Background: an optimization exercise with open tools, aiming at small area and a short achievable clock period. Do not read the settings as production practice. At most, simulation tests tie the RTL to the original design; equivalence was not proved. The RTL of run 7 was laid out without a check of its function. No activity file was given, so power comes from the tool's default toggle rates.

===== design/flow/config.mk =====
export PLATFORM = sky130hd
export DESIGN_NAME = apb_top
export DESIGN_NICKNAME = apb_top
export VERILOG_FILES = /design/flow/design.v
export SDC_FILE = /design/flow/constraint.sdc
export NUM_CORES = 4
export LEC_CHECK = 0
export CAP_MARGIN = 20
export CORE_MARGIN = 2
export CORE_UTILIZATION = 55
export GPL_TIMING_DRIVEN = 0
export PLACE_DENSITY = 0.65
export SETUP_SLACK_MARGIN = 1.5
export SLEW_MARGIN = 20
export SYNTH_HIERARCHICAL = 1

===== design/flow/constraint.sdc =====
create_clock -name core_clock -period 6.0 [get_ports {PCLK_i}]
set_input_delay 1.2000 -clock core_clock [delete_from_list [all_inputs] [get_ports {PCLK_i}]]
set_output_delay 1.2000 -clock core_clock [all_outputs]
set_load 0.01 [all_outputs]

===== design/flow/design.v =====
module apb_master (
    input  wire PCLK,
    input  wire PRESETn,
    input  wire evnt_trig_i,
    input  wire PREADY,
    output wire m_setup,
    output wire m_access
);
    localparam [1:0] IDLE = 2'd0, SETUP = 2'd1, ACCESS = 2'd2;
    reg [1:0] state;
    reg [1:0] next_state;
    always @(*) begin
        case (state)
            IDLE:    next_state = evnt_trig_i ? SETUP : IDLE;
            SETUP:   next_state = ACCESS;
            ACCESS:  next_state = PREADY ? IDLE : ACCESS;
            default: next_state = IDLE;
        endcase
    end
    always @(posedge PCLK) begin
        if (!PRESETn) state <= IDLE;
        else          state <= next_state;
    end
    assign m_setup  = (state == SETUP);
    assign m_access = (state == ACCESS);
endmodule
module regbit (
    input  wire clk,
    input  wire we,
    input  wire hold,
    input  wire d,
    output reg  q
);
    always @(posedge clk)
        q <= (we & d) | (hold & q);
endmodule
module rd_and_or8 (
    input  wire [7:0] d,
    input  wire [7:0] s,
    output wire       y
);
    assign y = |(d & s);
endmodule
module rd_or2_n (
    input  wire a,
    input  wire b,
    output wire y_n
);
    assign y_n = ~(a | b);
endmodule
module rd_out (
    input  wire a_n,
    input  wire b_n,
    input  wire en_n,
    output wire y
);
    assign y = ~((a_n & b_n) | en_n);
endmodule
module rd_bit (
    input  wire [31:0] d,
    input  wire [31:0] s,
    input  wire        en_n,
    output wire        y
);
    wire [3:0] part;
    wire [1:0] half_n;
    genvar g;
    generate
        for (g = 0; g < 4; g = g + 1) begin : g_part
            rd_and_or8 u_part (.d(d[8*g+7:8*g]), .s(s[8*g+7:8*g]), .y(part[g]));
        end
        for (g = 0; g < 2; g = g + 1) begin : g_half
            rd_or2_n u_half (.a(part[2*g]), .b(part[2*g+1]), .y_n(half_n[g]));
        end
    endgenerate
    rd_out u_out (.a_n(half_n[0]), .b_n(half_n[1]), .en_n(en_n), .y(y));
endmodule
module predec2_n (
    input  wire [1:0] a,
    output wire [3:0] y_n
);
    assign y_n[0] = ~(~a[1] & ~a[0]);
    assign y_n[1] = ~(~a[1] &  a[0]);
    assign y_n[2] = ~( a[1] & ~a[0]);
    assign y_n[3] = ~( a[1] &  a[0]);
endmodule
module predec3_n (
    input  wire [2:0] a,
    output wire [7:0] y_n
);
    genvar k;
    generate
        for (k = 0; k < 8; k = k + 1) begin : g_k
            assign y_n[k] = ~(a == k);
        end
    endgenerate
endmodule
module line_nor (
    input  wire a_n,
    input  wire b_n,
    output wire y
);
    assign y = ~(a_n | b_n);
endmodule
module line_or (
    input  wire a_n,
    input  wire b_n,
    output wire y
);
    assign y = a_n | b_n;
endmodule
module APB_slave (
    input  wire        PCLK,
    input  wire        PRESETn,
    input  wire        PREADY,
    input  wire        PWRITE,
    input  wire [31:0] PADDR,
    input  wire [31:0] PWRDATA,
    input  wire        m_setup,
    input  wire        m_access,
    output wire [31:0] PRDATA
);
    localparam [1:0] IDLE = 2'd0, SETUP = 2'd1, ACCESS = 2'd2;
    reg [1:0] state;
    reg [1:0] next_state;
    wire psel    = PRESETn & (m_setup | m_access);
    wire penable = m_access;
    always @(*) begin
        case (state)
            IDLE:    next_state = psel ? SETUP : IDLE;
            SETUP:   next_state = penable ? ACCESS : IDLE;
            ACCESS:  next_state = PREADY ? (psel ? SETUP : IDLE) : ACCESS;
            default: next_state = IDLE;
        endcase
    end
    always @(posedge PCLK or negedge PRESETn) begin
        if (!PRESETn) state <= IDLE;
        else          state <= next_state;
    end
    wire in_mem  = (next_state == ACCESS) & ~|PADDR[31:5];
    wire rd_en_n = ~(in_mem & ~PWRITE);
    wire wr_en   = in_mem & PWRITE;
    wire [3:0] lo_n;
    wire [7:0] hi_n;
    wire [7:0] hi_wr_n = hi_n | {8{~wr_en}};
    predec2_n u_pd_lo (.a(PADDR[1:0]), .y_n(lo_n));
    predec3_n u_pd_hi (.a(PADDR[4:2]), .y_n(hi_n));
    wire [31:0] rd_sel, wr_sel, keep;
    genvar i, b;
    generate
        for (i = 0; i < 32; i = i + 1) begin : g_line
            line_nor u_rs (.a_n(lo_n[i%4]), .b_n(hi_n[i/4]),    .y(rd_sel[i]));
            line_nor u_ws (.a_n(lo_n[i%4]), .b_n(hi_wr_n[i/4]), .y(wr_sel[i]));
            line_or  u_kp (.a_n(lo_n[i%4]), .b_n(hi_wr_n[i/4]), .y(keep[i]));
        end
    endgenerate
    wire [31:0] bit_col [0:31];
    generate
        for (i = 0; i < 32; i = i + 1) begin : g_word
            for (b = 0; b < 32; b = b + 1) begin : g_bit
                regbit u_bit (.clk(PCLK), .we(wr_sel[i]), .hold(keep[i]),
                              .d(PWRDATA[b]), .q(bit_col[b][i]));
            end
        end
        for (b = 0; b < 32; b = b + 1) begin : g_rd
            rd_bit u_rd (.d(bit_col[b]), .s(rd_sel), .en_n(rd_en_n), .y(PRDATA[b]));
        end
    endgenerate
endmodule
module apb_top #(parameter DATA_WIDTH = 32, parameter ADDR_WIDTH = 32) (
    output [DATA_WIDTH-1:0] PRDATA_o,
    input                   PCLK_i,
    input                   PRESETn_i,
    input  [DATA_WIDTH-1:0] PWRDATA_i,
    input  [ADDR_WIDTH-1:0] PADDR_i,
    input                   PWRITE_i,
    input                   PREADY_i,
    input                   EVENT_i
);
    wire m_setup, m_access;
    apb_master master_inst (
        .PCLK(PCLK_i), .PRESETn(PRESETn_i), .evnt_trig_i(EVENT_i),
        .PREADY(PREADY_i), .m_setup(m_setup), .m_access(m_access)
    );
    APB_slave slave_inst (
        .PCLK(PCLK_i), .PRESETn(PRESETn_i), .PREADY(PREADY_i),
        .PWRITE(PWRITE_i), .PADDR(PADDR_i), .PWRDATA(PWRDATA_i),
        .m_setup(m_setup), .m_access(m_access), .PRDATA(PRDATA_o)
    );
endmodule

===== design/flow/flow/run.sh =====
#!/bin/bash
# Standard synthesis, then the standard ORFS layout with free cell sizing
# (no footprint matching), plain buffers on the ports, and a clock tree of
# mid-size buffers without dummy loads.
set -euo pipefail
bash standard.sh synth > synth.log 2>&1
bash standard.sh MATCH_CELL_FOOTPRINT=0 \
  "BUFFER_PORTS_ARGS=-buffer_cell sky130_fd_sc_hd__buf_2" \
  "CTS_ARGS=-sink_clustering_enable -repair_clock_nets -dont_use_dummy_load -buf_list {sky130_fd_sc_hd__clkbuf_4 sky130_fd_sc_hd__clkbuf_8} -sink_clustering_size 16 -sink_clustering_max_diameter 50" \
  finish > layout.log 2>&1

===== design/flow/standard.sh =====
#!/bin/bash
# synth_recipe.tcl (not shown) runs the flow's synth.tcl, then flattens the netlist and writes it again
# the make line also repeats each setting of config.mk as NAME=value (left out here)
make -C /OpenROAD-flow-scripts/flow DESIGN_CONFIG=/design/flow/config.mk WORK_HOME=/design/flow/orfs CLKGATE_MAP_FILE= SYNTH_SCRIPT=/design/flow/synth_recipe.tcl "${@:-finish}"

==> results of run 1 <==
## synthesized netlist by cell type, types with 2 or more instances
library cell,count
or2_1,33
nand2b_1,2
a22oi_1,512
nor3b_1,3
dfxtp_1,1026
nor4_1,4
nor2_1,128
nor4_2,2
dfrtp_1,2
nand4b_1,8
nor3_1,2
a22o_1,1024
nand4_1,128
nand2_1,2
or3b_1,3
nand3b_1,4
a21oi_2,32
## how the worst max path moves through the flow
stage,from,to,cells past startpoint
2_1_floorplan,PADDR_i[1],PRDATA_o[0],6
3_3_place_gp,PADDR_i[0],PRDATA_o[30],8
3_5_place_dp,PADDR_i[1],PRDATA_o[30],9
4_1_cts,PADDR_i[0],PRDATA_o[30],9
5_1_grt,PADDR_i[3],PRDATA_o[9],11
6_report,PADDR_i[1],PRDATA_o[23],10
## modules after synthesis, one instance, submodules excluded, excerpt
module      cell area (µm²)  flops+latches  times used
line_nor               3.75              0          64
predec2_n              22.5              0           1
rd_and_or8             36.3              0         128
line_or                6.26              0          32
apb_master             78.8              2           1
predec3_n              60.1              0           1
APB_slave               265              2           1
rd_out                 8.76              0          32
regbit                 28.8              1        1024
rd_or2_n               3.75              0          64
## worst max-delay path, delay by kind of cell
kind | cells | cell delay, ns
AO/OA/AOI/OAI | 2 | 0.28
buffers and inverters | 4 | 0.77
AND/OR/NAND/NOR | 4 | 1.11
## cell usage in the layout, fill, tap and decap left out, types with 2 or more instances in the layout
| master | synthesis | final |
|---|---|---|
| buf_8 | 0 | 2 |
| or2_2 | 1 | 35 |
| a22o_1 | 1024 | 1024 |
| a22oi_1 | 512 | 511 |
| buf_16 | 0 | 79 |
| diode_2 | 0 | 8 |
| nand3b_1 | 4 | 4 |
| nor4_2 | 2 | 2 |
| nand4b_1 | 8 | 8 |
| buf_12 | 0 | 41 |
| nor3_1 | 2 | 2 |
| nor2_1 | 128 | 43 |
| nor2_4 | 0 | 70 |
| nor2_2 | 0 | 15 |
| a21oi_2 | 32 | 32 |
| buf_6 | 1 | 3 |
| or3b_4 | 0 | 2 |
| nor4_1 | 4 | 4 |
| dfrtp_1 | 2 | 2 |
| nand2b_4 | 0 | 2 |
| buf_2 | 0 | 96 |
| nand4_1 | 128 | 128 |
| nor3b_1 | 3 | 3 |
| nand2b_2 | 0 | 3 |
| dfxtp_1 | 1026 | 1026 |
| clkbuf_8 | 0 | 95 |
| buf_4 | 1 | 59 |
## cell type report
class	instances	area, µm²
tap	855	1070
timing repair buffer	279	3970
fill	4707	21600
buffer	3	22.5
antenna	8	20.0
sequential	1028	20600
inverter	1	3.75
clock buffer	95	1310
multi-input combinational	1902	15500
## sequential cells by signal (all words and copies together), names as in the netlist
signal / flops
slave_inst.g_word.g_bit.u_bit.q: 1024
master_inst.state: 2
slave_inst.state: 2
## power breakdown
| part | switching [W] | total (W) | internal [W] |
|---|---|---|---|
| Clock | 0.00224 | 0.00365 | 0.00141 |
| Combinational | 0.000269 | 0.000348 | 0.0000789 |
| Sequential | 0.00000111 | 0.00682 | 0.00682 |
## stage by stage
step                      cell area [µm²]  hold WS (ns)  setup slack (ns)
after floorplan                     35500         0.423              1.53
after global placement              37100         0.437            -0.726
after detailed placement            40100         0.453             0.837
after CTS                           42300         0.228              1.43
after global routing                42500         0.230              1.41
final                               42500         0.257              1.43
## metal layers
metal | track usage | vias to the layer above | part of all wire
met5 | 0 | - | 0.00035
met4 | 0.220 | 8 | 0.056
met1 | 0.512 | 15700 | 0.38
li1 | - | 13100 | -
met3 | 0.142 | 468 | 0.14
met2 | 0.571 | 2359 | 0.42
## kinds of logic (layout without fill, tap and decap cells)
kind of cell,count (synthesis),in the layout,synth area share
compound gates,1571,1571,0.370
buf+inv,4,378,0.000740
flops,1028,1028,0.580
other cells,0,8,0
simple gates,326,331,0.0498
## timing repair
action,CTS,global route
pin swaps,32,12
gates resized for setup,24,18
setup endpoints to repair,32,31
cloned,3,2
buffers inserted,62,19
==> flow_summary.yaml, run 1 <==
yosys:
  ys_seq_elements: 1028
  netlist_area_um2: 35500
  ys_async_sr_fraction: 0.00195
  synth_cells: 2929
  synth-edff-count: 0
  synth_largest_area_cell: "dfxtp_1"
  synthesis.nets: 2998
  synthDistinctLibCells: 31
  synth_top_area_frac: 0.579
  ys_seq_area_frac: 0.580
  synth_area_leaders: "dfxtp_1, a22o_1, a22oi_1"
  ys_warn_count: 9
  synth.avg_cell_area_um2: 12.1
  ys.flop_type: "dfxtp_1"
grt:
  grt_use_total: 0.395
  antenna_found_initial: 11
  globalRoute.totalOverflow: 0
  grt_first_pass_wirelength_um: 198000
  grt_max_degree: 33
  grt_pass1_vias: 30900
setup_path:
  critPathKind: "in2out"
  worstPathArrival_ns: 3.37
  worstSetupStartpointType: "primary input"
  critPathMaxStageDelay_ns: 0.54
  crit_path_end_kind: "primary output"
  r2r_cells: 8
  crit_chain: "buf_4 -> nand2b_4 -> buf_4 -> nor2_4 -> buf_4 -> a22oi_1 -> nand4_1 -> nor2_1 -> a21oi_2 -> buf_2"
  r2r-end: "slave_inst.g_word[10].g_bit[31].u_bit.q$_DFF_P_"
  crit_top_cell: "buf_4"
  cp_slowest_cell: "nor2_1"
  r2r_slack_ns: 2.63
  reg2reg_from: "master_inst.state[1]$_SDFF_PN0_"
  worstPathMaxFanout: 14
  worst_ep_required_time_ns: 4.80
floorplan:
  num_rows: 93
  io_pins: 101
  dieArea_um2: 66600
  coreArea_um2: 64100
  die_h_um: 258
  die_x_um: 258
  start_util: 0.554
routing:
  num_vias: 31600
  finalWirelength_um: 138000
  first_pass_iters: 8
  drc: 0
  drtIter0Drc: 4470
  viasPerCell: 7.58
  ant_nets: 0
  wl_per_cell_um: 33.2
place:
  gp_congestion: 0.863
  hpwl_um: 83400
  io_buffers: 99
  dp.cells: 3982
timing:
  max_freq_ghz: 0.219
  finalWorstPathRequiredPeriod_ns: 4.57
  final_hold_viol_count: 0
  setup_violations: 0
  rsz0062_at_grt: "yes"
  drv_slew: 0
  maxSlewHeadroom: 0.370
  tightest_slew_ns: 0.945
  finalClockSkew_ns: 0.0545
  timing.final.crit_share: 0.762
  setup_tns_ns: 0
clock_network:
  cts_max_path_buffers: 3
  cts_root_buf: "clkbuf_8"
  clkLatencyLatePin_ns: 0.77
  numCtsBuffers: 95
  htreeDepth: 3
  cts.sinks: 1028
  path_clk_slew_ns: 0.10
  cts_hold_buf: 0
  cts_tree: "yes"
hold_path:
  worstHoldPathType: "in2async"
run_status:
  status: "complete, no violations"
final_layout:
  areaGrowthSynthToFinish_pct: 19.8
  finalNonFillerCells: 4171
  final_nets: 3379
  final_util: 0.663
  drive_gt1_frac: 0.164
power:
  ir_drop_mv: 0.179
  total_power_w: 0.0108
  power.density_nw_per_um2: 254
  leakage_nw: 15.7
job:
  max-cap-violations: 0
==> run 2, diff against run 1 <==
--- a/design/flow/flow/run.sh
+++ b/design/flow/flow/run.sh
@@ -9,2 +9,3 @@
   "CTS_ARGS=-sink_clustering_enable -repair_clock_nets -dont_use_dummy_load -buf_list {sky130_fd_sc_hd__clkbuf_4 sky130_fd_sc_hd__clkbuf_8} -sink_clustering_size 16 -sink_clustering_max_diameter 50" \
+  RECOVER_POWER=30 \
   finish > layout.log 2>&1
--- a/design/flow/config.mk
+++ b/design/flow/config.mk
@@ -10,3 +10,2 @@
 export CORE_UTILIZATION = 55
-export GPL_TIMING_DRIVEN = 0
 export PLACE_DENSITY = 0.65
==> flow_summary.yaml, run 2 <==
place:
  placed_cell_area_um2: 38100
  dp_slack_ns: 0.868
  hpwl_um: 72100
  dp.cells: 3992
  gp_congestion: 0.856
  io_buffers: 100
yosys:
  synth_top_area_frac: 0.579
  yosysMostFrequentCell: "dfxtp_1"
  ys_seq_area_frac: 0.580
  ys.flop_type: "dfxtp_1"
  synthDistinctLibCells: 31
  ys_warn_count: 9
  synth-edff-count: 0
  synthTopCellsByCount: "dfxtp_1, a22o_1, a22oi_1, nand4_1, nor2_1"
  netlist_area_um2: 35500
  synth_area_leaders: "dfxtp_1, a22o_1, a22oi_1"
  synth.avg_cell_area_um2: 12.1
  ys_async_sr_fraction: 0.00195
  synth_cells: 2929
  synth_largest_area_cell: "dfxtp_1"
  synthesis.nets: 2998
  ys_seq_elements: 1028
floorplan:
  start_util: 0.554
  num_rows: 93
  die_h_um: 258
  die_x_um: 258
  coreArea_um2: 64100
  dieArea_um2: 66600
  io_pins: 101
timing:
  maxSlewHeadroom: -0.493
  drv_slew: 660
  setup_tns_ns: 0
  final_hold_viol_count: 0
  timing.final.crit_share: 0.748
  finalWorstPathRequiredPeriod_ns: 4.49
  tightest_slew_ns: 2.24
  finalClockSkew_ns: 0.0329
  fin_ws_ns: 1.51
  rsz0062_at_grt: "no"
  setup_violations: 0
  max_freq_ghz: 0.223
clock_network:
  path_clk_slew_ns: 0.09
  numCtsBuffers: 94
  cts_max_path_buffers: 3
  htreeDepth: 3
  clkLatencyLatePin_ns: 0.70
  cts.sinks: 1028
  cts_hold_buf: 0
  cts_tree: "yes"
  cts_root_buf: "clkbuf_8"
final_layout:
  final_util: 0.624
  areaGrowthSynthToFinish_pct: 12.7
  drive_gt1_frac: 0.139
  layout_commonest_cell: "dfxtp_1"
  finalNonFillerCells: 4123
  fin_area_um2: 40000
  max_flop_register: "slave_inst.g_word.g_bit.u_bit.q"
  final_nets: 3335
  layout_common_cells: "dfxtp_1, a22o_1, a22oi_1"
  reg_top3: "slave_inst.g_word.g_bit.u_bit.q: 1024 flops, master_inst.state: 2 flops, slave_inst.state: 2 flops"
  largest_reg_flops: 1024
grt:
  globalRoute.totalOverflow: 0
  grt_first_pass_wirelength_um: 190000
  grt_use_total: 0.377
  grt_max_degree: 33
  grt_pass1_vias: 29500
  antenna_found_initial: 8
routing:
  drtIter0Drc: 4010
  drc: 0
  met1_length_um: 53900
  wl_per_cell_um: 31.6
  top_layer_used: "met5"
  met3_length_um: 15400
  ant_nets: 0
  finalWirelength_um: 130000
  first_pass_iters: 6
  num_vias: 30600
  dr_wl_met2_um: 55300
  viasPerCell: 7.43
setup_path:
  crit_path_start: "PADDR_i[2]"
  r2r-end: "slave_inst.g_word[14].g_bit[28].u_bit.q$_DFF_P_"
  crit_path_end_kind: "primary output"
  worstPathArrival_ns: 3.29
  r2r_slack_ns: 2.25
  worstSetupStartpointType: "primary input"
  critPathCapture: "PRDATA_o[6]"
  worstPathMaxFanout: 10
  worst_ep_required_time_ns: 4.80
  r2r_cells: 7
  critPathKind: "in2out"
  reg2reg_from: "master_inst.state[1]$_SDFF_PN0_"
hold_path:
  worstHoldPathType: "in2async"
power:
  leakage_nw: 14.7
  power.density_nw_per_um2: 268
  ir_drop_mv: 0.196
run_status:
  status: "failed layout checks"
  violations: "capacitance limit, slew limit"
job:
  max-cap-violations: 20
==> run 2: cell counts after synthesis <==
No cell type changed its count.
==> run 2: repair_timing <==
| item | CTS | global route |
|---|---|---|
| endpoints found under the setup margin | 32 | 29 |
| pin swaps | 13 | 18 |
| resized for setup | 60 | 39 |
| cloned | 0 | 2 |
| setup buffers | 15 | 16 |
==> run 2: layer usage <==
layer,track usage,vias to the layer above
met5,0,-
met4,0.167,12
met3,0.106,289
met2,0.551,1881
met1,0.520,15500
li1,-,12900
==> run 2: worst max-delay path, stage by stage <==
cell      delay, ns
clkbuf_4       0.15
nand3b_1       0.13
buf_6          0.15
buf_4          0.13
nor2_4         0.05
buf_12         0.14
buf_4          0.16
a22oi_2        0.16
nand4_1        0.42
nor2_4         0.32
a21oi_2        0.11
buf_2          0.16
==> run 2: power by group <==
group / total, W / internal [W] / leakage, nW / switching, W
clock: 0.00358 / 0.00139 / 0.676 / 0.00219
combinational: 0.000315 / 0.0000620 / 5.76 / 0.000253
sequential: 0.00682 / 0.00682 / 8.29 / 0.00000119
total: 0.0107 / 0.00828 / 14.7 / 0.00244
==> run 2: worst min-delay path by stage <==
stage                                               startpoint                                              end  slack [ns]  depth (start not counted)
3_3_place_gp                     slave_inst.state[0]$_DFF_PN0_                    slave_inst.state[0]$_DFF_PN0_        0.44                          1
5_1_grt                                              PRESETn_i                    slave_inst.state[0]$_DFF_PN0_        0.28                          1
4_1_cts                                              PRESETn_i                    slave_inst.state[0]$_DFF_PN0_        0.24                          1
6_report                                             PRESETn_i                    slave_inst.state[0]$_DFF_PN0_        0.32                          1
3_5_place_dp   slave_inst.g_word[25].g_bit[14].u_bit.q$_DFF_P_  slave_inst.g_word[25].g_bit[14].u_bit.q$_DFF_P_        0.45                          1
2_1_floorplan                    slave_inst.state[0]$_DFF_PN0_                    slave_inst.state[0]$_DFF_PN0_        0.42                          1
==> run 2: layout make-up <==
class / count / area (µm²)
inverter: 1 / 3.75
clock buffer: 94 / 1290
multi-input combinational: 1897 / 15200
fill: 5211 / 24100
sequential: 1028 / 20600
antenna: 4 / 10.0
timing repair buffer: 244 / 1800
tap: 855 / 1070
==> run 2: kinds of logic after synthesis <==
logic type | after synthesis | share of synthesized area
AND/OR/NAND/NOR | 326 | 0.0498
AO/OA/AOI/OAI | 1571 | 0.370
buffers and inverters | 4 | 0.000740
flip-flops | 1028 | 0.580
==> run 2: stage by stage <==
stage / power [W] / hold slack [ns]
after detailed placement: 0.00725 / 0.453
after CTS: 0.0107 / 0.239
after floorplan: 0.00703 / 0.423
after global routing: 0.0110 / 0.283
final: 0.0107 / 0.319
after global placement: 0.00724 / 0.437
==> run 2: Yosys stat by module, one instance, submodules excluded, excerpt <==
module,cell area (µm²),cells,flops+latches
APB_slave,265,29,2
predec3_n,60.1,8,0
rd_out,8.76,1,0
rd_and_or8,36.3,5,0
regbit,28.8,2,1
line_or,6.26,1,0
rd_or2_n,3.75,1,0
predec2_n,22.5,4,0
line_nor,3.75,1,0
apb_master,78.8,8,2
==> run 3, diff against run 2 <==
--- a/design/flow/flow/run.sh
+++ b/design/flow/flow/run.sh
@@ -9,3 +9,2 @@
   "CTS_ARGS=-sink_clustering_enable -repair_clock_nets -dont_use_dummy_load -buf_list {sky130_fd_sc_hd__clkbuf_4 sky130_fd_sc_hd__clkbuf_8} -sink_clustering_size 16 -sink_clustering_max_diameter 50" \
-  RECOVER_POWER=30 \
   finish > layout.log 2>&1
--- a/design/flow/config.mk
+++ b/design/flow/config.mk
@@ -9,4 +9,4 @@
 export CORE_MARGIN = 2
-export CORE_UTILIZATION = 55
-export PLACE_DENSITY = 0.65
+export CORE_UTILIZATION = 62
+export PLACE_DENSITY = 0.72
 export SETUP_SLACK_MARGIN = 1.5
==> flow_summary.yaml, run 3 <==
clock_network:
  cts.sinks: 1028
  cts_max_path_buffers: 3
  path_clk_slew_ns: 0.08
  cts_tree: "yes"
  htreeDepth: 3
  numCtsBuffers: 85
  cts_root_buf: "clkbuf_8"
  clkLatencyLatePin_ns: 0.72
place:
  dp_slack_ns: 0.882
  placed_cell_area_um2: 37900
  hpwl_um: 72400
  io_buffers: 100
  gp_congestion: 0.885
  dp.cells: 3886
timing:
  finalClockSkew_ns: 0.0388
  final_hold_viol_count: 0
  maxSlewHeadroom: 0.275
  drv_slew: 0
  timing.final.crit_share: 0.755
  setup_tns_ns: 0
  rsz0062_at_grt: "yes"
  fin_ws_ns: 1.47
  tightest_slew_ns: 1.09
  setup_violations: 0
  max_freq_ghz: 0.221
  finalWorstPathRequiredPeriod_ns: 4.53
grt:
  antenna_found_initial: 12
  grt_first_pass_wirelength_um: 190000
  grt_pass1_vias: 30000
  grt_use_total: 0.421
  grt_max_degree: 33
  globalRoute.totalOverflow: 0
routing:
  finalWirelength_um: 129000
  drtIter0Drc: 4399
  wl_per_cell_um: 32.3
  first_pass_iters: 8
  drc: 0
  viasPerCell: 7.73
  ant_nets: 0
  num_vias: 31000
power:
  leakage_nw: 14.6
  p_seq_frac: 0.645
  power.density_nw_per_um2: 266
  ir_drop_mv: 0.234
  swShare: 0.229
  netSwitchingPower_w: 0.00242
  p_int_w: 0.00815
  clkPwrFrac: 0.325
  power_frac_comb: 0.029
final_layout:
  largest_reg_flops: 1024
  fin_area_um2: 39700
  seq_area_um2: 20600
  max_flop_register: "slave_inst.g_word.g_bit.u_bit.q"
  multi_input_area_um2: 15200
  drive_gt1_frac: 0.138
  layout_commonest_cell: "dfxtp_1"
  final_util: 0.702
  final_nets: 3314
  finalNonFillerCells: 4005
  layout_common_cells: "dfxtp_1, a22o_1, a22oi_1"
  fillCellCount: 4139
  reg_top3: "slave_inst.g_word.g_bit.u_bit.q: 1024 flops, master_inst.state: 2 flops, slave_inst.state: 2 flops"
  areaGrowthSynthToFinish_pct: 11.7
hold_path:
  worstHoldPathType: "in2async"
yosys:
  synth.avg_cell_area_um2: 12.1
  synthTopCellsByCount: "dfxtp_1, a22o_1, a22oi_1, nand4_1, nor2_1"
  ys_async_sr_fraction: 0.00195
  ys_warn_count: 9
  synthDistinctLibCells: 31
  synth-edff-count: 0
  netlist_area_um2: 35500
  ys_seq_area_frac: 0.580
  yosysMostFrequentCell: "dfxtp_1"
  ys_seq_elements: 1028
  ys.flop_type: "dfxtp_1"
  synth_largest_area_cell: "dfxtp_1"
  synthesis.nets: 2998
  synth_top_area_frac: 0.579
  synth_area_leaders: "dfxtp_1, a22o_1, a22oi_1"
  synth_cells: 2929
setup_path:
  cp_slowest_cell: "nor2_1"
  crit_top_cell: "buf_2"
  worstPathArrival_ns: 3.33
  critPathKind: "in2out"
  critPathBufInv: 3
  crit_family: "simple AND/OR/NAND/NOR gates"
  crit_path_end_kind: "primary output"
  worst_ep_required_time_ns: 4.80
  crit_chain: "buf_2 -> nand2b_4 -> nor2_2 -> buf_4 -> a22oi_1 -> nand4_1 -> nor2_1 -> a21oi_2 -> buf_2"
  worstSetupStartpointType: "primary input"
  worstPathMaxFanout: 32
  critPathMaxStageDelay_ns: 0.44
job:
  max-cap-violations: 0
floorplan:
  num_rows: 87
  start_util: 0.628
  io_pins: 101
  die_x_um: 243
  dieArea_um2: 59200
  coreArea_um2: 56500
  die_h_um: 243
run_status:
  status: "complete, no violations"
run 3: final timing paths:
check	start	to	slack (ns)	cells past startpoint
max	PADDR_i[1]	PRDATA_o[31]	1.47	9
min	PRESETn_i	slave_inst.state[0]$_DFF_PN0_	0.30	1
max reg2reg	master_inst.state[1]$_SDFF_PN0_	slave_inst.g_word[5].g_bit[8].u_bit.q$_DFF_P_	2.30	7
min reg2reg	slave_inst.g_word[23].g_bit[0].u_bit.q$_DFF_P_	slave_inst.g_word[23].g_bit[0].u_bit.q$_DFF_P_	0.47	1
max in group asynchronous	PRESETn_i	slave_inst.state[1]$_DFF_PN0_	5.59	1
min in group core_clock	slave_inst.g_word[23].g_bit[0].u_bit.q$_DFF_P_	slave_inst.g_word[23].g_bit[0].u_bit.q$_DFF_P_	0.47	1
run 3: metal layers:
layer | part of all wire | global-route usage
met4 | 0.047 | 0.192
met1 | 0.39 | 0.570
met2 | 0.41 | 0.605
met5 | 0.0013 | 0
met3 | 0.15 | 0.148
run 3: cell type report:
| class | count | area share |
|---|---|---|
| Antenna cell | 6 | 0.000379 |
| Clock buffer | 85 | 0.0295 |
| Inverter | 1 | 0.0000946 |
| Multi-Input combinational cell | 1899 | 0.383 |
| Sequential cell | 1028 | 0.519 |
| Tap cell | 756 | 0.0238 |
| Timing Repair Buffer | 230 | 0.0439 |
run 3: modules after synthesis, one instance, submodules excluded, excerpt:
| module | flip-flops and latches | area, µm² | cells |
|---|---|---|---|
| predec3_n | 0 | 60.1 | 8 |
| rd_or2_n | 0 | 3.75 | 1 |
| APB_slave | 2 | 265 | 29 |
| apb_master | 2 | 78.8 | 8 |
| predec2_n | 0 | 22.5 | 4 |
| line_or | 0 | 6.26 | 1 |
| rd_out | 0 | 8.76 | 1 |
| regbit | 1 | 28.8 | 2 |
run 3: logic make-up (layout without fill, tap and decap cells):
| group | after synthesis | count (layout) | synth area share |
|---|---|---|---|
| compound gates | 1571 | 1571 | 0.370 |
| buf+inv | 4 | 316 | 0.000740 |
| flops | 1028 | 1028 | 0.580 |
| other cells | 0 | 6 | 0 |
| simple gates | 326 | 328 | 0.0498 |
run 3: power by group through the flow:
stage	combinational (W)	clock (W)	sequential [W]
final	0.000310	0.00344	0.00682
after global routing	0.000312	0.00368	0.00682
after CTS	0.000284	0.00342	0.00682
after detailed placement	0.000268	0	0.00698
after global placement	0.000261	0	0.00698
after floorplan	0.0000481	0	0.00698
run 3: metrics by stage:
stage          hold slack [ns]  total power, W
5_1_grt                  0.280          0.0108
2_1_floorplan            0.423         0.00703
6_report                 0.297          0.0106
3_5_place_dp             0.453         0.00725
4_1_cts                  0.273          0.0105
3_3_place_gp             0.435         0.00724
run 3: repair_timing:
action / 4_1_cts / 5_1_grt
pin swaps: 10 / 18
gates resized for setup: 39 / 54
hold buffers: 0 / 0
endpoints found under the hold margin: 0 / 0
setup endpoints to repair: 32 / 32
setup buffers: 17 / 6
cloned: 2 / 3
==> run 4, diff against run 3 <==
--- a/design/flow/config.mk
+++ b/design/flow/config.mk
@@ -9,4 +9,4 @@
 export CORE_MARGIN = 2
-export CORE_UTILIZATION = 62
-export PLACE_DENSITY = 0.72
+export CORE_UTILIZATION = 55
+export PLACE_DENSITY = 0.75
 export SETUP_SLACK_MARGIN = 1.5
==> flow_summary.yaml, run 4 <==
run_status:
  status: "complete, no violations"
yosys:
  synth_top_area_frac: 0.579
  synth-edff-count: 0
  synth.avg_cell_area_um2: 12.1
  synth_cells: 2929
  yosysMostFrequentCell: "dfxtp_1"
  ys.flop_type: "dfxtp_1"
  synth_largest_area_cell: "dfxtp_1"
  synth_area_leaders: "dfxtp_1, a22o_1, a22oi_1"
  ys_seq_elements: 1028
  ys_warn_count: 9
  ys_async_sr_fraction: 0.00195
  synthDistinctLibCells: 31
  ys_seq_area_frac: 0.580
  synthTopCellsByCount: "dfxtp_1, a22o_1, a22oi_1, nand4_1, nor2_1"
  synthesis.nets: 2998
  netlist_area_um2: 35500
hold_path:
  worstHoldPathType: "in2async"
timing:
  finalClockSkew_ns: 0.0662
  rsz0062_at_grt: "yes"
  max_freq_ghz: 0.220
  timing.final.crit_share: 0.757
  drv_slew: 0
  final_hold_viol_count: 0
  maxSlewHeadroom: 0.275
  setup_violations: 0
  tightest_slew_ns: 1.09
  finalWorstPathRequiredPeriod_ns: 4.54
  setup_tns_ns: 0
final_layout:
  fin_area_um2: 39900
  layout_common_cells: "dfxtp_1, a22o_1, a22oi_1"
  multi_input_area_um2: 15200
  max_flop_register: "slave_inst.g_word.g_bit.u_bit.q"
  seq_area_um2: 20600
  fillCellCount: 5048
  drive_gt1_frac: 0.141
  layout_commonest_cell: "dfxtp_1"
  largest_reg_flops: 1024
  reg_top3: "slave_inst.g_word.g_bit.u_bit.q: 1024 flops, master_inst.state: 2 flops, slave_inst.state: 2 flops"
  areaGrowthSynthToFinish_pct: 12.4
  final_nets: 3315
setup_path:
  r2r-end: "slave_inst.g_word[19].g_bit[27].u_bit.q$_DFF_P_"
  worstPathMaxFanout: 23
  critPathKind: "in2out"
  critPathCapture: "PRDATA_o[3]"
  crit_top_cell: "buf_2"
  crit_chain: "buf_2 -> nand3b_1 -> nor2_4 -> buf_12 -> a22oi_1 -> nand4_1 -> nor2_1 -> a21oi_2 -> buf_2"
  cp_slowest_cell: "nor2_1"
  crit_family: "simple AND/OR/NAND/NOR gates"
  crit_cells: 9
  critPathBufInv: 3
  worstPathArrival_ns: 3.34
  worstSetupStartpointType: "primary input"
  worst_ep_required_time_ns: 4.80
  crit_path_end_kind: "primary output"
  crit_path_start: "PADDR_i[2]"
  critPathMaxStageDelay_ns: 0.38
  reg2reg_from: "master_inst.state[1]$_SDFF_PN0_"
  r2r_cells: 7
  r2r_slack_ns: 2.60
floorplan:
  die_h_um: 258
  num_rows: 93
  io_pins: 101
  dieArea_um2: 66600
  coreArea_um2: 64100
  start_util: 0.554
  die_x_um: 258
power:
  power.density_nw_per_um2: 267
  leakage_nw: 14.7
  ir_drop_mv: 0.208
place:
  gp_congestion: 0.901
  hpwl_um: 74000
  io_buffers: 100
  placed_cell_area_um2: 38000
clock_network:
  path_clk_slew_ns: 0.10
  cts_hold_buf: 0
  numCtsBuffers: 90
  clkLatencyLatePin_ns: 0.73
  htreeDepth: 3
  cts_root_buf: "clkbuf_8"
  cts.sinks: 1028
  cts_max_path_buffers: 3
  cts_tree: "yes"
routing:
  drtIter0Drc: 4372
  drc: 0
  ant_nets: 0
  num_vias: 31300
  viasPerCell: 7.64
  finalWirelength_um: 131000
  first_pass_iters: 6
  wl_per_cell_um: 31.8
grt:
  antenna_found_initial: 12
  grt_use_total: 0.373
  grt_max_degree: 33
  globalRoute.totalOverflow: 0
  grt_pass1_vias: 29800
  grt_first_pass_wirelength_um: 190000
job:
  max-cap-violations: 0
run 4: worst register-to-register path, cell delays in order (launching register included):
cell      delay, ns
dfxtp_1        0.39
nor2b_1        0.18
and3b_1        0.19
o2111a_1       0.52
nand4b_1       0.50
nor2_2         0.88
buf_4          0.45
a22o_1         0.22
run 4: area by class of cell:
class | instances | share of cell area
Sequential cell | 1028 | 0.516
Antenna cell | 4 | 0.000251
Multi-Input combinational cell | 1898 | 0.382
Tap cell | 855 | 0.0268
Clock buffer | 90 | 0.0310
Timing Repair Buffer | 227 | 0.0443
Inverter | 1 | 0.0000940
run 4: power breakdown:
part / internal (W) / switching (W)
combinational: 0.0000580 / 0.000250
sequential: 0.00682 / 0.00000120
clock: 0.00134 / 0.00218
run 4: logic make-up (layout without fill, tap and decap cells):
family	after synthesis	after routing	synth area share
buf+inv	4	318	0.000740
compound gates	1571	1571	0.370
simple gates	326	327	0.0498
other cells	0	4	0
flops	1028	1028	0.580
run 4: modules after synthesis, one instance, submodules excluded, a selection:
module | times used | flops+latches | cells inside
predec2_n | 1 | 0 | 4
line_nor | 64 | 0 | 1
regbit | 1024 | 1 | 2
rd_or2_n | 64 | 0 | 1
line_or | 32 | 0 | 1
predec3_n | 1 | 0 | 8
apb_master | 1 | 2 | 8
rd_out | 32 | 0 | 1
rd_and_or8 | 128 | 0 | 5
APB_slave | 1 | 2 | 29
run 4: worst min path at each step:
stage | startpoint | to | slack (ns) | cells after the start
after global placement | slave_inst.state[0]$_DFF_PN0_ | slave_inst.state[0]$_DFF_PN0_ | 0.44 | 1
after CTS | PRESETn_i | slave_inst.state[1]$_DFF_PN0_ | 0.23 | 1
after detailed placement | slave_inst.state[0]$_DFF_PN0_ | slave_inst.state[0]$_DFF_PN0_ | 0.45 | 1
after global routing | PRESETn_i | slave_inst.state[1]$_DFF_PN0_ | 0.22 | 1
final | PRESETn_i | slave_inst.state[1]$_DFF_PN0_ | 0.24 | 1
after floorplan | slave_inst.state[0]$_DFF_PN0_ | slave_inst.state[0]$_DFF_PN0_ | 0.42 | 1
run 4: repair_timing:
item / 4_1_cts / 5_1_grt
cloned: 0 / 2
pin swaps: 9 / 22
setup endpoints to repair: 32 / 32
hold endpoints to repair: 0 / 0
resized for setup: 50 / 59
buffers inserted: 3 / 20
run 4: routing by layer:
| metal | share of wire | GRT usage |
|---|---|---|
| met4 | 0.055 | 0.198 |
| met5 | 0.00066 | 0 |
| met1 | 0.39 | 0.496 |
| met2 | 0.41 | 0.529 |
| met3 | 0.14 | 0.135 |
run 4: metrics by stage:
stage / hold WS, ns / utilization / power (W) / instances / worst slack, ns
finish: 0.245 / 0.623 / 0.0106 / 4103 / 1.46
global route: 0.221 / 0.622 / 0.0109 / 4100 / 1.44
CTS: 0.226 / 0.616 / 0.0106 / 4077 / 1.46
detailed placement: 0.453 / 0.593 / 0.00725 / 3984 / 0.993
global placement: 0.436 / 0.593 / 0.00724 / 3984 / 1.06
floorplan: 0.423 / - / 0.00703 / 2929 / 1.53
==> run 5, diff against run 4 <==
--- a/design/flow/config.mk
+++ b/design/flow/config.mk
@@ -10,3 +10,3 @@
 export CORE_UTILIZATION = 55
-export PLACE_DENSITY = 0.75
+export PLACE_DENSITY = 0.65
 export SETUP_SLACK_MARGIN = 1.5
==> flow_summary.yaml, run 5 <==
timing:
  tightest_slew_ns: 1.00
  rsz0062_at_grt: "no"
  maxSlewHeadroom: 0.333
  setup_tns_ns: 0
  timing.final.crit_share: 0.745
  drv_slew: 0
  whs_ns: 0.286
  finalClockSkew_ns: 0.0372
  final_hold_viol_count: 0
  setup_violations: 0
  max_freq_ghz: 0.224
  finalWorstPathRequiredPeriod_ns: 4.47
yosys:
  ys_seq_elements: 1028
  ys_seq_area_frac: 0.580
  ys.flop_type: "dfxtp_1"
  yosysMostFrequentCell: "dfxtp_1"
  synth.area.mux_share: 0
  synth_top_family_by_area: "compound AO/OA/AOI/OAI gates"
  synth_xor_area_frac: 0
  synthesis.nets: 2998
  yosys.area_share.simple: 0.0498
  synth_largest_area_cell: "dfxtp_1"
  synthDistinctLibCells: 31
  synth_compound_area_frac: 0.370
  synthAdderAreaFrac: 0
  synth_cells: 2929
  synth_top_area_frac: 0.579
  ys_async_sr_fraction: 0.00195
  ys_warn_count: 9
  synthTopCellsByCount: "dfxtp_1, a22o_1, a22oi_1, nand4_1, nor2_1"
  netlist_area_um2: 35500
  synth_area_leaders: "dfxtp_1, a22o_1, a22oi_1"
  synth-edff-count: 0
  synth.avg_cell_area_um2: 12.1
run_status:
  status: "complete, no violations"
power:
  ir_drop_mv: 0.196
  power.density_nw_per_um2: 267
  total_power_w: 0.0107
  leakage_nw: 14.8
setup_path:
  r2r_slack_ns: 2.75
  worstPathArrival_ns: 3.27
  reg2reg_from: "master_inst.state[1]$_SDFF_PN0_"
  worst_ep_required_time_ns: 4.80
  worstPathMaxFanout: 32
  crit_path_end_kind: "primary output"
  r2r_cells: 7
  r2r-end: "slave_inst.g_word[24].g_bit[19].u_bit.q$_DFF_P_"
  critPathKind: "in2out"
  worstSetupStartpointType: "primary input"
final_layout:
  layout_common_cells: "dfxtp_1, a22o_1, a22oi_1"
  final_nets: 3335
  drive_gt1_frac: 0.146
  layout_commonest_cell: "dfxtp_1"
  largest_reg_flops: 1024
  areaGrowthSynthToFinish_pct: 12.9
  seq_area_um2: 20600
  multi_input_area_um2: 15200
  fillCellCount: 5183
  max_flop_register: "slave_inst.g_word.g_bit.u_bit.q"
  reg_top3: "slave_inst.g_word.g_bit.u_bit.q: 1024 flops, master_inst.state: 2 flops, slave_inst.state: 2 flops"
clock_network:
  cts.sinks: 1028
  clkLatencyLatePin_ns: 0.70
  cts_root_buf: "clkbuf_8"
  htreeDepth: 3
  path_clk_slew_ns: 0.08
  cts_max_path_buffers: 3
  cts_tree: "yes"
  numCtsBuffers: 94
grt:
  antenna_found_initial: 8
  grt_first_pass_wirelength_um: 190000
  grt_pass1_vias: 29500
  globalRoute.totalOverflow: 0
  grt_use_total: 0.377
  grt_max_degree: 33
routing:
  drtIter0Drc: 3991
  ant_nets: 0
  num_vias: 30500
  finalWirelength_um: 130000
  drc: 0
  viasPerCell: 7.40
  first_pass_iters: 6
  wl_per_cell_um: 31.5
floorplan:
  start_util: 0.554
  dieArea_um2: 66600
  coreArea_um2: 64100
  die_x_um: 258
  io_pins: 101
  num_rows: 93
  die_h_um: 258
job:
  max-cap-violations: 0
place:
  io_buffers: 100
  gp_congestion: 0.856
  hpwl_um: 72100
hold_path:
  worstHoldPathType: "in2async"
## run 5: cell counts after synthesis
No cell type changed its count.
## run 5: cells by family (layout without fill, tap and decap cells)
family | count (synthesis) | count (layout)
compound gates | 1571 | 1571
flops | 1028 | 1028
simple gates | 326 | 326
buf+inv | 4 | 339
other cells | 0 | 3
## run 5: layer usage
layer,vias up,wire length (µm),global-route usage
met1,15500,53600,0.520
met3,296,15600,0.106
met2,1818,54900,0.551
li1,12900,-,-
met4,12,5850,0.167
met5,-,72,0
## run 5: worst max-delay path by stage
stage	from	to	slack [ns]	cells past startpoint
floorplan	PADDR_i[1]	PRDATA_o[0]	1.53	6
global placement	PADDR_i[2]	PRDATA_o[6]	0.86	9
detailed placement	PADDR_i[2]	PRDATA_o[6]	0.87	9
CTS	PADDR_i[4]	PRDATA_o[4]	1.50	9
global route	PADDR_i[0]	PRDATA_o[0]	1.50	11
finish	PADDR_i[1]	PRDATA_o[1]	1.53	10
## run 5: critical path: stages
cell	delay (ns)
buf_2	0.16
nand2b_4	0.20
buf_12	0.17
nor2_2	0.05
buf_8	0.20
a22oi_1	0.24
nand4_1	0.44
nor2_4	0.32
a21oi_2	0.10
buf_2	0.15
## run 5: power by group
group          internal (W)  leakage, nW  switching, W  total, W
clock network       0.00139        0.676       0.00219   0.00358
registers           0.00682         8.29    0.00000119   0.00682
logic             0.0000622         5.83      0.000252  0.000314
## run 5: stage by stage
step / cell area (µm²) / worst slack, ns / utilization / cells
after floorplan: 35500 / 1.53 / - / 2929
after global placement: 38100 / 0.861 / 0.594 / 3992
after detailed placement: 38100 / 0.868 / 0.594 / 3992
after CTS: 39700 / 1.50 / 0.620 / 4101
after global routing: 40100 / 1.50 / 0.625 / 4121
final: 40100 / 1.53 / 0.625 / 4122
## run 5: cell type report
type	instances	share of cell area
multi-input combinational	1897	0.380
antenna	3	0.000187
timing repair buffer	244	0.0468
inverter	1	0.0000936
tap	855	0.0267
clock buffer	94	0.0323
sequential	1028	0.514
## run 5: modules after synthesis (local to each module, per instance), excerpt
| module | cells | flops+latches | copies in the design | cell area, µm² |
|---|---|---|---|---|
| rd_and_or8 | 5 | 0 | 128 | 36.3 |
| regbit | 2 | 1 | 1024 | 28.8 |
| apb_master | 8 | 2 | 1 | 78.8 |
| line_or | 1 | 0 | 32 | 6.26 |
| rd_or2_n | 1 | 0 | 64 | 3.75 |
| line_nor | 1 | 0 | 64 | 3.75 |
| rd_out | 1 | 0 | 32 | 8.76 |
| predec3_n | 8 | 0 | 1 | 60.1 |
| APB_slave | 29 | 2 | 1 | 265 |
| predec2_n | 4 | 0 | 1 | 22.5 |
## run 5: repair_timing
action / 4_1_cts / 5_1_grt
gates cloned: 0 / 2
resized for setup: 60 / 39
buffers inserted: 15 / 16
hold buffers: 0 / 0
endpoints found under the setup margin: 32 / 29
pin swaps: 13 / 18
hold endpoints to repair: 0 / 0
==> run 6, diff against run 5 <==
--- a/design/flow/flow/run.sh
+++ b/design/flow/flow/run.sh
@@ -8,3 +8,3 @@
   "BUFFER_PORTS_ARGS=-buffer_cell sky130_fd_sc_hd__buf_2" \
-  "CTS_ARGS=-sink_clustering_enable -repair_clock_nets -dont_use_dummy_load -buf_list {sky130_fd_sc_hd__clkbuf_4 sky130_fd_sc_hd__clkbuf_8} -sink_clustering_size 16 -sink_clustering_max_diameter 50" \
+  "CTS_ARGS=-sink_clustering_enable -repair_clock_nets -dont_use_dummy_load -buf_list {sky130_fd_sc_hd__clkbuf_4 sky130_fd_sc_hd__clkbuf_8} -sink_clustering_buffer sky130_fd_sc_hd__clkbuf_4 -sink_clustering_size 10 -sink_clustering_max_diameter 40" \
   finish > layout.log 2>&1
==> flow_summary.yaml, run 6 <==
final_layout:
  fin_area_um2: 39800
  drive_gt1_frac: 0.156
  fillCellCount: 5252
  layout_commonest_cell: "dfxtp_1"
  final_util: 0.621
  layout_common_cells: "dfxtp_1, a22o_1, a22oi_1"
  largest_reg_flops: 1024
  final_nets: 3371
  max_flop_register: "slave_inst.g_word.g_bit.u_bit.q"
  reg_top3: "slave_inst.g_word.g_bit.u_bit.q: 1024 flops, master_inst.state: 2 flops, slave_inst.state: 2 flops"
  areaGrowthSynthToFinish_pct: 12.2
clock_network:
  cts_tree: "yes"
  clkLatencyLatePin_ns: 0.77
  cts_hold_buf: 0
  path_clk_slew_ns: 0.11
  cts.sinks: 1028
  numCtsBuffers: 137
  htreeDepth: 4
  cts_max_path_buffers: 3
  cts_root_buf: "clkbuf_8"
timing:
  timing.final.crit_share: 0.747
  final_hold_viol_count: 0
  maxSlewHeadroom: 0.323
  finalWorstPathRequiredPeriod_ns: 4.48
  tightest_slew_ns: 1.02
  setup_violations: 0
  setup_tns_ns: 0
  drv_slew: 0
  max_freq_ghz: 0.223
  rsz0062_at_grt: "yes"
  finalClockSkew_ns: 0.0449
yosys:
  ys_seq_elements: 1028
  ys_warn_count: 9
  synth_largest_area_cell: "dfxtp_1"
  ys_seq_area_frac: 0.580
  synthDistinctLibCells: 31
  synthTopCellsByCount: "dfxtp_1, a22o_1, a22oi_1, nand4_1, nor2_1"
  synthesis.nets: 2998
  yosysMostFrequentCell: "dfxtp_1"
  synth_top_area_frac: 0.579
  netlist_area_um2: 35500
  ys.flop_type: "dfxtp_1"
  synth_cells: 2929
  synth_area_leaders: "dfxtp_1, a22o_1, a22oi_1"
  synth.avg_cell_area_um2: 12.1
  ys_async_sr_fraction: 0.00195
  synth-edff-count: 0
floorplan:
  die_h_um: 258
  die_x_um: 258
  coreArea_um2: 64100
  num_rows: 93
  dieArea_um2: 66600
  start_util: 0.554
  io_pins: 101
job:
  max-cap-violations: 0
run_status:
  status: "complete, no violations"
grt:
  globalRoute.totalOverflow: 0
  grt_pass1_vias: 30000
  antenna_found_initial: 5
  grt_first_pass_wirelength_um: 191000
  grt_max_degree: 33
  grt_use_total: 0.381
power:
  leakage_nw: 14.7
  netSwitchingPower_w: 0.00248
  swShare: 0.235
  clkPwrFrac: 0.323
  p_int_w: 0.00806
  power_frac_comb: 0.029
  total_power_w: 0.0105
  power.density_nw_per_um2: 265
  p_seq_frac: 0.647
  ir_drop_mv: 0.188
routing:
  drc: 0
  first_pass_iters: 6
  drtIter0Drc: 3835
  ant_nets: 0
  finalWirelength_um: 130000
  wl_per_cell_um: 31.3
  num_vias: 30700
  viasPerCell: 7.39
place:
  io_buffers: 100
  gp_congestion: 0.856
  hpwl_um: 72100
  placed_cell_area_um2: 38100
setup_path:
  r2r-end: "slave_inst.g_word[24].g_bit[30].u_bit.q$_DFF_P_"
  critPathKind: "in2out"
  worstSetupStartpointType: "primary input"
  crit_path_end_kind: "primary output"
  r2r_slack_ns: 2.74
  r2r_cells: 7
  worst_ep_required_time_ns: 4.80
  reg2reg_from: "master_inst.state[1]$_SDFF_PN0_"
  worstPathMaxFanout: 32
  worstPathArrival_ns: 3.28
hold_path:
  worstHoldPathType: "in2async"
## run 6: cell counts after synthesis
No cell type changed its count.
## run 6: cells by family (layout without fill, tap and decap cells)
family          count (synthesis)  after routing  synth area share
compound gates               1571           1571             0.370
flops                        1028           1028             0.580
simple gates                  326            326            0.0498
buf+inv                         4            375          0.000740
other cells                     0              4                 0
## run 6: worst max-delay path, stage by stage
cell and delay [ns]:
buf_2 0.16, nand2b_4 0.19, buf_12 0.19, nor2_2 0.06, buf_8 0.21, a22oi_1 0.24, nand4_1 0.45, nor2_4 0.31
a21oi_2 0.09, buf_2 0.15
## run 6: area by class of cell
cell class,instances,area [µm²],area share
clock buffers,137,1130,0.0285
diodes,4,10.0,0.000251
repair buffers,237,1750,0.0440
multi-input cells,1897,15300,0.383
flip-flops and latches,1028,20600,0.517
well taps,855,1070,0.0269
inverters,1,3.75,0.0000943
## run 6: Yosys stat by module, one instance, submodules excluded, a selection
module / times used / cells inside / flops+latches / cell area (µm²)
predec2_n: 1 / 4 / 0 / 22.5
line_or: 32 / 1 / 0 / 6.26
APB_slave: 1 / 29 / 2 / 265
predec3_n: 1 / 8 / 0 / 60.1
rd_and_or8: 128 / 5 / 0 / 36.3
rd_out: 32 / 1 / 0 / 8.76
apb_master: 1 / 8 / 2 / 78.8
line_nor: 64 / 1 / 0 / 3.75
rd_or2_n: 64 / 1 / 0 / 3.75
regbit: 1024 / 2 / 1 / 28.8
## run 6: worst max path at each step
stage,startpoint,end,cells after the start
6_report,PADDR_i[1],PRDATA_o[1],10
3_5_place_dp,PADDR_i[2],PRDATA_o[6],9
5_1_grt,PADDR_i[3],PRDATA_o[30],9
4_1_cts,PADDR_i[2],PRDATA_o[6],10
3_3_place_gp,PADDR_i[2],PRDATA_o[6],9
2_1_floorplan,PADDR_i[1],PRDATA_o[0],6
## run 6: per-stage QoR
step | hold WS [ns] | std cells | worst slack, ns
4_1_cts | 0.157 | 4142 | 1.49
6_report | 0.209 | 4159 | 1.52
3_5_place_dp | 0.453 | 3992 | 0.868
3_3_place_gp | 0.437 | 3992 | 0.861
5_1_grt | 0.181 | 4157 | 1.46
2_1_floorplan | 0.423 | 2929 | 1.53
## run 6: routing by layer
| metal | GRT usage | wire length (µm) | vias to the layer above |
|---|---|---|---|
| li1 | - | - | 13000 |
| met1 | 0.516 | 53700 | 15500 |
| met2 | 0.544 | 54500 | 1862 |
| met3 | 0.118 | 15500 | 318 |
| met4 | 0.204 | 6410 | 4 |
| met5 | 0 | 23 | - |
## run 6: timing repair
item / CTS / global route
resized for setup: 65 / 35
pin swaps: 14 / 15
hold endpoints to repair: 0 / 0
buffers inserted: 13 / 13
setup endpoints to repair: 32 / 28
## run 6: power groups by stage
stage	clock network, W	registers, W	logic [W]
5_1_grt	0.00372	0.00682	0.000313
2_1_floorplan	0	0.00698	0.0000481
6_report	0.00341	0.00682	0.000308
3_3_place_gp	0	0.00698	0.000266
4_1_cts	0.00344	0.00682	0.000284
3_5_place_dp	0	0.00698	0.000273
==> run 7, diff against run 6 <==
--- a/design/flow/design.v
+++ b/design/flow/design.v
@@ -96,2 +96,13 @@
     endgenerate
+endmodule
+module rd_en_gen (
+    input  wire [26:0] addr_hi,
+    input  wire        pwrite,
+    input  wire        pready,
+    input  wire        s_access,
+    input  wire        s_setup_m_access,
+    output wire        en_n
+);
+    wire access = s_setup_m_access | (s_access & ~pready);
+    assign en_n = ~(access & ~|addr_hi & ~pwrite);
 endmodule
@@ -140,3 +151,2 @@
     wire in_mem  = (next_state == ACCESS) & ~|PADDR[31:5];
-    wire rd_en_n = ~(in_mem & ~PWRITE);
     wire wr_en   = in_mem & PWRITE;
@@ -147,7 +157,17 @@
     predec3_n u_pd_hi (.a(PADDR[4:2]), .y_n(hi_n));
-    wire [31:0] rd_sel, wr_sel, keep;
+    wire [31:0] rd_sel [0:1];
+    wire [1:0]  rd_en_n;
+    wire [31:0] wr_sel, keep;
     genvar i, b;
     generate
+        for (i = 0; i < 2; i = i + 1) begin : g_bank
+            rd_en_gen u_en (.addr_hi(PADDR[31:5]), .pwrite(PWRITE), .pready(PREADY),
+                            .s_access(state == ACCESS),
+                            .s_setup_m_access((state == SETUP) & penable),
+                            .en_n(rd_en_n[i]));
+            for (b = 0; b < 32; b = b + 1) begin : g_rs
+                line_nor u_rs (.a_n(lo_n[b%4]), .b_n(hi_n[b/4]), .y(rd_sel[i][b]));
+            end
+        end
         for (i = 0; i < 32; i = i + 1) begin : g_line
-            line_nor u_rs (.a_n(lo_n[i%4]), .b_n(hi_n[i/4]),    .y(rd_sel[i]));
             line_nor u_ws (.a_n(lo_n[i%4]), .b_n(hi_wr_n[i/4]), .y(wr_sel[i]));
@@ -165,3 +185,3 @@
         for (b = 0; b < 32; b = b + 1) begin : g_rd
-            rd_bit u_rd (.d(bit_col[b]), .s(rd_sel), .en_n(rd_en_n), .y(PRDATA[b]));
+            rd_bit u_rd (.d(bit_col[b]), .s(rd_sel[b/16]), .en_n(rd_en_n[b/16]), .y(PRDATA[b]));
         end
==> design/flow/flow/run.sh (replaced) <==
#!/bin/bash
# Standard synthesis, then the standard ORFS layout with free cell sizing
# (no footprint matching), plain buffers on the ports, and a clock tree of
# mid-size buffers without dummy loads.
set -euo pipefail
bash standard.sh synth > synth.log 2>&1
bash standard.sh MATCH_CELL_FOOTPRINT=0 \
  "BUFFER_PORTS_ARGS=-buffer_cell sky130_fd_sc_hd__buf_2" \
  "CTS_ARGS=-sink_clustering_enable -repair_clock_nets -dont_use_dummy_load -buf_list {sky130_fd_sc_hd__clkbuf_4 sky130_fd_sc_hd__clkbuf_8} -sink_clustering_size 16 -sink_clustering_max_diameter 50" \
  finish > layout.log 2>&1
==> flow_summary.yaml, run 7 <==
yosys:
  yosys.area_share.simple: 0.0565
  synth_top_area_frac: 0.575
  ys_async_sr_fraction: 0.00195
  ys.flop_type: "dfxtp_1"
  yosysMostFrequentCell: "dfxtp_1"
  synth_compound_area_frac: 0.367
  synth-edff-count: 0
  synth_area_leaders: "dfxtp_1, a22o_1, a22oi_1"
  synth_largest_area_cell: "dfxtp_1"
  synth_top_family_by_area: "compound AO/OA/AOI/OAI gates"
  netlist_area_um2: 35700
  synthDistinctLibCells: 29
  synth_xor_area_frac: 0
  synthesis.nets: 3051
  synth.area.mux_share: 0
  ys_seq_area_frac: 0.576
  ys_seq_elements: 1028
  ys_warn_count: 9
  synthTopCellsByCount: "dfxtp_1, a22o_1, a22oi_1, nor2_1, nand4_1"
  synth_cells: 2982
  synthAdderAreaFrac: 0
  synth.avg_cell_area_um2: 12.0
place:
  io_buffers: 100
  gp_congestion: 0.942
  hpwl_um: 83500
timing:
  drv_slew: 0
  tightest_slew_ns: 1.08
  setup_violations: 0
  maxSlewHeadroom: 0.280
  final_hold_viol_count: 0
  rsz0062_at_grt: "yes"
  max_freq_ghz: 0.219
  finalClockSkew_ns: 0.0460
  timing.final.crit_share: 0.762
  setup_tns_ns: 0
  finalWorstPathRequiredPeriod_ns: 4.57
job:
  max-cap-violations: 0
clock_network:
  cts_hold_buf: 0
  path_clk_slew_ns: 0.05
  cts_root_buf: "clkbuf_8"
  htreeDepth: 3
  cts_tree: "yes"
  cts.sinks: 1028
  clkLatencyLatePin_ns: 0.74
  numCtsBuffers: 95
  cts_max_path_buffers: 3
setup_path:
  r2r_slack_ns: 2.39
  crit_chain: "buf_4 -> nand2b_4 -> buf_12 -> nor2_1 -> buf_4 -> a22oi_1 -> nand4_1 -> nor2_2 -> a21oi_2 -> buf_2"
  crit_path_end_kind: "primary output"
  crit_cells: 10
  r2r_cells: 7
  critPathBufInv: 4
  worst_ep_required_time_ns: 4.80
  critPathMaxStageDelay_ns: 0.49
  crit_family: "simple AND/OR/NAND/NOR gates"
  crit_top_cell: "buf_4"
  r2r-end: "slave_inst.g_word[28].g_bit[26].u_bit.q$_DFF_P_"
  reg2reg_from: "master_inst.state[1]$_SDFF_PN0_"
  worstPathMaxFanout: 11
  worstPathArrival_ns: 3.37
  cp_slowest_cell: "nand4_1"
  critPathKind: "in2out"
  worstSetupStartpointType: "primary input"
floorplan:
  die_x_um: 259
  coreArea_um2: 64300
  dieArea_um2: 67000
  io_pins: 101
  die_h_um: 259
  start_util: 0.555
  num_rows: 93
final_layout:
  drive_gt1_frac: 0.143
  largest_reg_flops: 1024
  reg_top3: "slave_inst.g_word.g_bit.u_bit.q: 1024 flops, master_inst.state: 2 flops, slave_inst.state: 2 flops"
  layout_common_cells: "dfxtp_1, a22o_1, a22oi_1"
  max_flop_register: "slave_inst.g_word.g_bit.u_bit.q"
  areaGrowthSynthToFinish_pct: 12.9
  layout_commonest_cell: "dfxtp_1"
  final_nets: 3405
grt:
  globalRoute.totalOverflow: 0
  grt_first_pass_wirelength_um: 199000
  grt_max_degree: 33
  grt_use_total: 0.395
  antenna_found_initial: 8
  grt_pass1_vias: 29900
routing:
  drtIter0Drc: 4138
  wl_per_cell_um: 32.7
  num_vias: 31400
  first_pass_iters: 6
  finalWirelength_um: 137000
  viasPerCell: 7.49
  drc: 0
  ant_nets: 0
power:
  power.density_nw_per_um2: 268
  total_power_w: 0.0108
  ir_drop_mv: 0.228
  leakage_nw: 14.9
hold_path:
  worstHoldPathType: "in2async"
run_status:
  status: "complete, no violations"
[run 7: cell count changes in the layout (fill, tap and decap cells not counted), moves of 4 or more]
cell      before  now
clkbuf_4     121    0
clkbuf_8      17   95
nor2_1        36   88
buf_4        108  135
nor2_2        75   55
nor4_1         4   15
nand4b_1       8    0
or3_1          0    8
buf_8          4    0
[run 7: what timing repair did]
action,in CTS,in global routing
resized for setup,66,39
setup endpoints to repair,32,32
cloned,2,0
buffers inserted,15,3
endpoints found under the hold margin,0,0
pin swaps,16,21
[run 7: worst max path at each step]
stage	endpoint	slack, ns	startpoint
after global routing	PRDATA_o[6]	1.45	PADDR_i[2]
after CTS	PRDATA_o[15]	1.49	PADDR_i[0]
after floorplan	PRDATA_o[0]	1.94	PADDR_i[1]
final	PRDATA_o[3]	1.43	PADDR_i[1]
after detailed placement	PRDATA_o[16]	0.85	PADDR_i[3]
after global placement	PRDATA_o[16]	0.86	PADDR_i[1]
[run 7: layout make-up]
class | count | area [µm²]
antenna | 3 | 7.51
multi-input combinational | 1952 | 15500
sequential | 1028 | 20600
timing repair buffer | 257 | 1880
fill | 5151 | 24000
clock buffer | 95 | 1310
tap | 855 | 1070
inverter | 2 | 7.51
[run 7: worst reg2reg max path: cells and delay by family, from the launching register on]
kind	cells	cell delay, ns
AO/OA/AOI/OAI	2	0.74
buffers and inverters	1	0.42
flip-flops	1	0.37
AND/OR/NAND/NOR	4	1.99
[run 7: cells by family (layout without fill, tap and decap cells)]
| group | Yosys count | after routing |
|---|---|---|
| AO/OA/AOI/OAI | 1572 | 1572 |
| flip-flops | 1028 | 1028 |
| AND/OR/NAND/NOR | 380 | 380 |
| buffers and inverters | 2 | 354 |
| other | 0 | 3 |
[run 7: where the power goes]
group	switching, W	total, W	internal, W	leakage, nW
clock	0.00224	0.00365	0.00141	0.683
sequential	0.00000134	0.00682	0.00682	8.29
combinational	0.000284	0.000353	0.0000687	5.94
[run 7: modules after synthesis (local to each module, per instance), a selection]
| module | times used | area [µm²] | cells | flops+latches |
|---|---|---|---|---|
| APB_slave | 1 | 243 | 26 | 2 |
| apb_master | 1 | 78.8 | 8 | 2 |
| line_nor | 96 | 3.75 | 1 | 0 |
| line_or | 32 | 6.26 | 1 | 0 |
| predec2_n | 1 | 22.5 | 4 | 0 |
| predec3_n | 1 | 60.1 | 8 | 0 |
| rd_and_or8 | 128 | 36.3 | 5 | 0 |
| rd_en_gen | 2 | 71.3 | 12 | 0 |
| rd_or2_n | 64 | 3.75 | 1 | 0 |
| rd_out | 32 | 8.76 | 1 | 0 |
| regbit | 1024 | 28.8 | 2 | 1 |
[run 7: metrics by stage]
stage	instances	cell area, µm²	worst slack (ns)	util	hold slack, ns
2_1_floorplan	2982	35700	1.94	-	0.435
4_1_cts	4186	40200	1.49	0.624	0.263
6_report	4192	40400	1.43	0.627	0.303
3_5_place_dp	4074	38400	0.846	0.597	0.453
3_3_place_gp	4074	38400	0.861	0.597	0.450
5_1_grt	4191	40400	1.45	0.627	0.279
[run 7: layer usage]
metal	track usage	up-vias	routed length (µm)
li1	-	13200	-
met1	0.547	15800	55500
met2	0.570	2037	57700
met3	0.112	374	16900
met4	0.184	8	7070
met5	0	-	40

separate check: timing with driven ports:
In the flow no input, the clock included, has a driving cell. The finished layouts below were timed again as built, in two steps. Step 1 (the two cells are an assumption about what drives the block):
set clk [get_ports {PCLK_i}]
set_driving_cell -lib_cell sky130_fd_sc_hd__clkbuf_16 $clk
set_driving_cell -lib_cell sky130_fd_sc_hd__buf_2 [delete_from_list [all_inputs] $clk]
Step 2, shift: input delay + t, output delay - t, t = (earliest + latest rising clock arrival at the registers) / 2. This alone moves slack from input paths to output paths. Slacks: ideal / step 1 / step 2; pairs: ideal / step 1.
| run | t, ns | slack for setup (ns) | worst setup path at the end | cell pins on the clock port's net |
|---|---|---|---|---|
| run 1 | 0.791 | 1.428 / 1.307 / 1.307 | input to output | 1 |
| run 2 | 0.764 | 1.510 / 1.407 / 1.407 | input to output | 1 |
| run 3 | 0.758 | 1.470 / 1.443 / 1.443 | input to output | 1 |
| run 4 | 0.758 | 1.461 / 1.336 / 1.336 | input to output | 1 |
| run 5 | 0.768 | 1.531 / 1.413 / 1.413 | input to output | 1 |
| run 6 | 0.825 | 1.520 / 1.379 / 1.379 | input to output | 1 |
| run 7 | 0.766 | 1.428 / 1.380 / 1.235 | input to register | 1 |
For run 7, which loses most, drivers alone change the setup slack by -0.048 ns; drivers and shift together by -0.193 ns.
